What follows belongs to an exercise in optimizing a design on an open flow for small area and a short achievable clock period; a production flow would make more cautious choices.
The RTL was checked by simulation tests, not by an equivalence proof against the original design.
The flow treats the clock pin as an ideal source. Dropping or thinning the clock tree relies on that and would not hold on a real chip.
Power is estimated from default activity; no workload was simulated.

## old
Design Base_Router, start of the top module:
module Base_Router(  clk, reset,
							eastReqUpStr,  eastGntUpStr,  eastUpStrFull,  eastPacketIn,
							eastReqDnStr,  eastGntDnStr,  eastDnStrFull,  eastPacketOut,
							northReqUpStr, northGntUpStr, northUpStrFull, northPacketIn,
							northReqDnStr, northGntDnStr, northDnStrFull, northPacketOut,
							westReqUpStr,  westGntUpStr , westUpStrFull,  westPacketIn,
							westReqDnStr,  westGntDnStr,  westDnStrFull,  westPacketOut,
							southReqUpStr, southGntUpStr, southUpStrFull, southPacketIn,
							southReqDnStr, southGntDnStr, southDnStrFull, southPacketOut,
							localReqUpStr, localGntUpStr, localUpStrFull, localPacketIn,
							localReqDnStr, localGntDnStr, localDnStrFull, localPacketOut);
==> module FIFO, before the edit <==
module FIFO (clk, reset, reqUpStr, gntUpStr, full, rdReq, rdGnt, empty, readAddr,
             routeSel, PacketIn, PacketOut, hopOut);
parameter packetwidth = 55;
parameter addressWidth = 4;
input clk;
input reset;
input reqUpStr;
output reg gntUpStr;
output reg full;               
reg fullInt;                   
input rdReq;
output rdGnt;
output reg empty;
output reg [addressWidth-1:0] readAddr;
input [(1<<addressWidth)-1:0] routeSel;    
input [packetwidth-1:0] PacketIn;
output [packetwidth-1:0] PacketOut;
output [2:0] hopOut;                      
reg [addressWidth-1:0] writeAddr;
reg EnableGnt;
wire wrGnt = reqUpStr & ~fullInt & EnableGnt;
assign rdGnt = rdReq & ~empty;
wire [addressWidth-1:0] one = {{(addressWidth-1){1'b0}}, 1'b1};
reg [addressWidth-1:0] count;
wire wEqRm1 = (count == {addressWidth{1'b1}});                      
wire wEqRm2 = (count == {{(addressWidth-1){1'b1}}, 1'b0});          
wire wEqRp1 = (count == one);                                      
wire fullMove  = wrGnt ? (rdGnt ? wEqRm1 : (wEqRm2 & (readAddr != 0))) : 1'b0;
wire fullNext  = fullMove | (~wrGnt & ~rdGnt & fullInt);
wire fullNextOut = fullMove | (~wrGnt & ~rdGnt & full);    
wire emptyNext = wrGnt ? (rdGnt ? 1'b0 : wEqRm1)
                       : (rdGnt ? wEqRp1 : empty);
wire [addressWidth-1:0] writeAddrInc = writeAddr + one;
reg wrEn;
always @(posedge clk)
  wrEn <= wrGnt;
wire [(1<<addressWidth)-1:0] writeSel = {{((1<<addressWidth)-1){1'b0}}, wrEn} << writeAddr;
always @(posedge clk or negedge reset)
  if (!reset) begin
    writeAddr <= 0;
    readAddr  <= 0;
    count     <= 0;
    EnableGnt <= 1'b1;
    empty     <= 1'b1;
  end else begin
    if (wrGnt) writeAddr <= writeAddrInc;
    if (rdGnt) readAddr  <= readAddr + one;
    if (wrGnt != rdGnt) count <= wrGnt ? count + one : count - one;
    EnableGnt <= ~reqUpStr | (EnableGnt & ~wrGnt);
    empty     <= emptyNext;
  end
always @(posedge clk)
  if (!reset) begin
    gntUpStr <= 1'b0;
    full     <= 1'b0;
    fullInt  <= 1'b0;
  end else begin
    gntUpStr <= wrGnt;
    full     <= fullNextOut;
    fullInt  <= fullNext;
  end
ram #(.packetwidth(packetwidth), .addressWidth(addressWidth)) fifoBuffer (
  .clk(clk), .writeSel(writeSel), .routeSel(routeSel), .readAddr(readAddr),
  .dataIn(PacketIn), .dataOut(PacketOut), .hopOut(hopOut));
endmodule
export LEC_CHECK = 0
export CAP_MARGIN = 50
export CORE_MARGIN = 2
export CORE_UTILIZATION = 65
export SETUP_SLACK_MARGIN = 2.9
export SLEW_MARGIN = 50
export TNS_END_PERCENT = 100
create_clock -name core_clock -period 5.0 [get_ports {clk}]
standard.sh (not shown) runs the stock make flow with config.mk's settings and CLKGATE_MAP_FILE= SYNTH_SCRIPT=/design/flow/synth_recipe.tcl, a recipe that flattens the netlist after the stock synthesis.
==> flow/flow/run.sh <==
#!/bin/bash
# Own layout flow: the standard ORFS flow (standard.sh), with
#  - output flip-flops (and the gates driving their D pins) placed in the rows
#    next to their output ports before global placement and held there while
#    the rest is placed (place_out_cells.tcl, unfix_out_cells.tcl), so the
#    clock-to-output paths are short;
#  - a balanced clock tree of inverters (clock_tree.tcl, via cts_hook.tcl) in
#    place of TritonCTS, for a shorter clock insertion delay;
#  - port buffers of a fixed type, free resizing, and timing repair by resizing
#    and buffering only (no gate cloning or load splitting).
# Each stage's full output goes to log_<stage>.txt in the work folder.
set -uo pipefail
W=$(pwd)
F=$W/flow
ARGS=(
  "PRE_GLOBAL_PLACE_TCL=$F/place_out_cells.tcl"
  "POST_GLOBAL_PLACE_TCL=$F/unfix_out_cells.tcl"
  "PRE_CTS_TCL=$F/cts_hook.tcl"
  "BUFFER_PORTS_ARGS=-buffer_cell sky130_fd_sc_hd__buf_2"
  "MATCH_CELL_FOOTPRINT=0"
  "SETUP_MOVE_SEQUENCE=unbuffer,sizeup,swap,buffer"
)
for stage in synth floorplan place cts route finish; do
  echo "=== $stage $(date)"
  if ! bash standard.sh "${ARGS[@]}" $stage > "$W/log_$stage.txt" 2>&1; then
    echo "stage $stage failed"; tail -30 "$W/log_$stage.txt"; exit 1
  fi
done
ls -la out/
Other scripts of this flow, unchanged in this note and not shown: flow/flow/clock_tree.tcl, flow/flow/cts_hook.tcl, flow/flow/place_out_cells.tcl, flow/flow/unfix_out_cells.tcl
old completed end to end with timing, DRC and antenna clean.
--- input diff old..new ---
==> flow/design.v, changed modules only <==
module FIFO (clk, reset, reqUpStr, gntUpStr, full, rdReq, rdGnt, empty, readAddr,
             routeSel, PacketIn, PacketOut, hopOut);
parameter packetwidth = 55;
parameter addressWidth = 4;
input clk;
input reset;
input reqUpStr;
output reg gntUpStr;           
output reg full;               
reg fullInt;                   
input rdReq;
output rdGnt;
output reg empty;
output reg [addressWidth-1:0] readAddr;
input [(1<<addressWidth)-1:0] routeSel;    
input [packetwidth-1:0] PacketIn;
output [packetwidth-1:0] PacketOut;
output [2:0] hopOut;                      
reg [addressWidth-1:0] writeAddr;
reg EnableGnt;
reg [(1<<addressWidth)-1:0] writeSel;
wire wrGnt = reqUpStr & ~fullInt & EnableGnt;
assign rdGnt = rdReq & ~empty;
wire [addressWidth-1:0] one = {{(addressWidth-1){1'b0}}, 1'b1};
wire wEqRm1 = (writeAddr == readAddr - one);            
wire wEqRm2 = (writeAddr == readAddr - one - one);      
wire wEqRp1 = (writeAddr == readAddr + one);            
wire fullMove  = wrGnt ? (rdGnt ? wEqRm1 : (wEqRm2 & (readAddr != 0))) : 1'b0;
wire fullNext  = fullMove | (~wrGnt & ~rdGnt & fullInt);
wire fullNextOut = fullMove | (~wrGnt & ~rdGnt & full);    
wire emptyNext = wrGnt ? (rdGnt ? 1'b0 : wEqRm1)
                       : (rdGnt ? wEqRp1 : empty);
wire [addressWidth-1:0] writeAddrInc = writeAddr + one;
always @(posedge clk)
  writeSel <= {{((1<<addressWidth)-1){1'b0}}, wrGnt} << writeAddrInc;
always @(posedge clk or negedge reset)
  if (!reset) begin
    writeAddr <= 0;
    readAddr  <= 0;
    EnableGnt <= 1'b1;
    empty     <= 1'b1;
  end else begin
    if (wrGnt) writeAddr <= writeAddrInc;
    if (rdGnt) readAddr  <= readAddr + one;
    EnableGnt <= ~reqUpStr | (EnableGnt & ~wrGnt);
    empty     <= emptyNext;
  end
always @(posedge clk)
  if (!reset) begin
    gntUpStr <= 1'b0;
    full     <= 1'b0;
    fullInt  <= 1'b0;
  end else begin
    gntUpStr <= wrGnt;
    full     <= fullNextOut;
    fullInt  <= fullNext;
  end
ram #(.packetwidth(packetwidth), .addressWidth(addressWidth)) fifoBuffer (
  .clk(clk), .writeSel(writeSel), .routeSel(routeSel), .readAddr(readAddr),
  .dataIn(PacketIn), .dataOut(PacketOut), .hopOut(hopOut));
endmodule
--- outcome ---
Between old and new, the difference in register-to-register slack is negligible. | design area | new vs old | better |. Looking at power after layout, new sits about 3% above old. Share of cell area taken by muxes after synthesis across old and new: no real change. The lower count of cell types in the netlist came out of new. southOutputController.pkt[44] as the termination of the worst setup path was reported by new, and westOutputController.pkt[28] by old. Headroom to the max-slew limit: old and new compared, higher one is new. Delta (new minus old): synthesized-area fraction occupied by adder cells closely matched the old numbers; combinational power share decreased by 0.4 points relative to the old numbers; met3 routing resource usage after global routing went up 1.6 points. new vs old — count of cell instances traversed by the critical path dropped 1. Status: post-layout instance count excluding filler cells parity (new, old). Summary of new over old: clock period minus final worst setup slack ~0 delta, die area ~0 delta. The smallest setup slack after layout of old and that of new are within noise of each other.
In every run of this note, the design's own scripts or RTL, not TritonCTS, make the clock network.

[what the ideal ports hide]
How much do the figures lean on ideal ports? The routed layouts below were timed once more, with nothing changed but the port constraints. Step 1 sets driving cells, clkbuf_16 on the clock port and buf_2 on the other inputs (assumed; they add their load-dependent delay and slew). Step 2 times the ports against the registers' clock, not the clock port: input delays grow and output delays shrink by t, the midpoint of the rising clock arrivals with the driver on. Slacks: ideal / step 1 / step 2; pairs: ideal / step 1.
run	t (ns)	slack for setup (ns)	worst hold slack (ns)	slew at the worst register clock pin (ns)	worst data-port slew with drivers (ns)
old	0.775	2.786 / 2.676 / 2.410	0.238 / 0.185 / 0.417	0.09 / 0.09	0.26
new	0.766	2.787 / 2.692 / 2.233	0.235 / 0.174 / 0.429	0.09 / 0.09	0.34
After both steps every run listed still meets setup and hold. For new, which loses most, drivers alone change the setup slack by -0.095 ns; drivers and shift together by -0.554 ns.
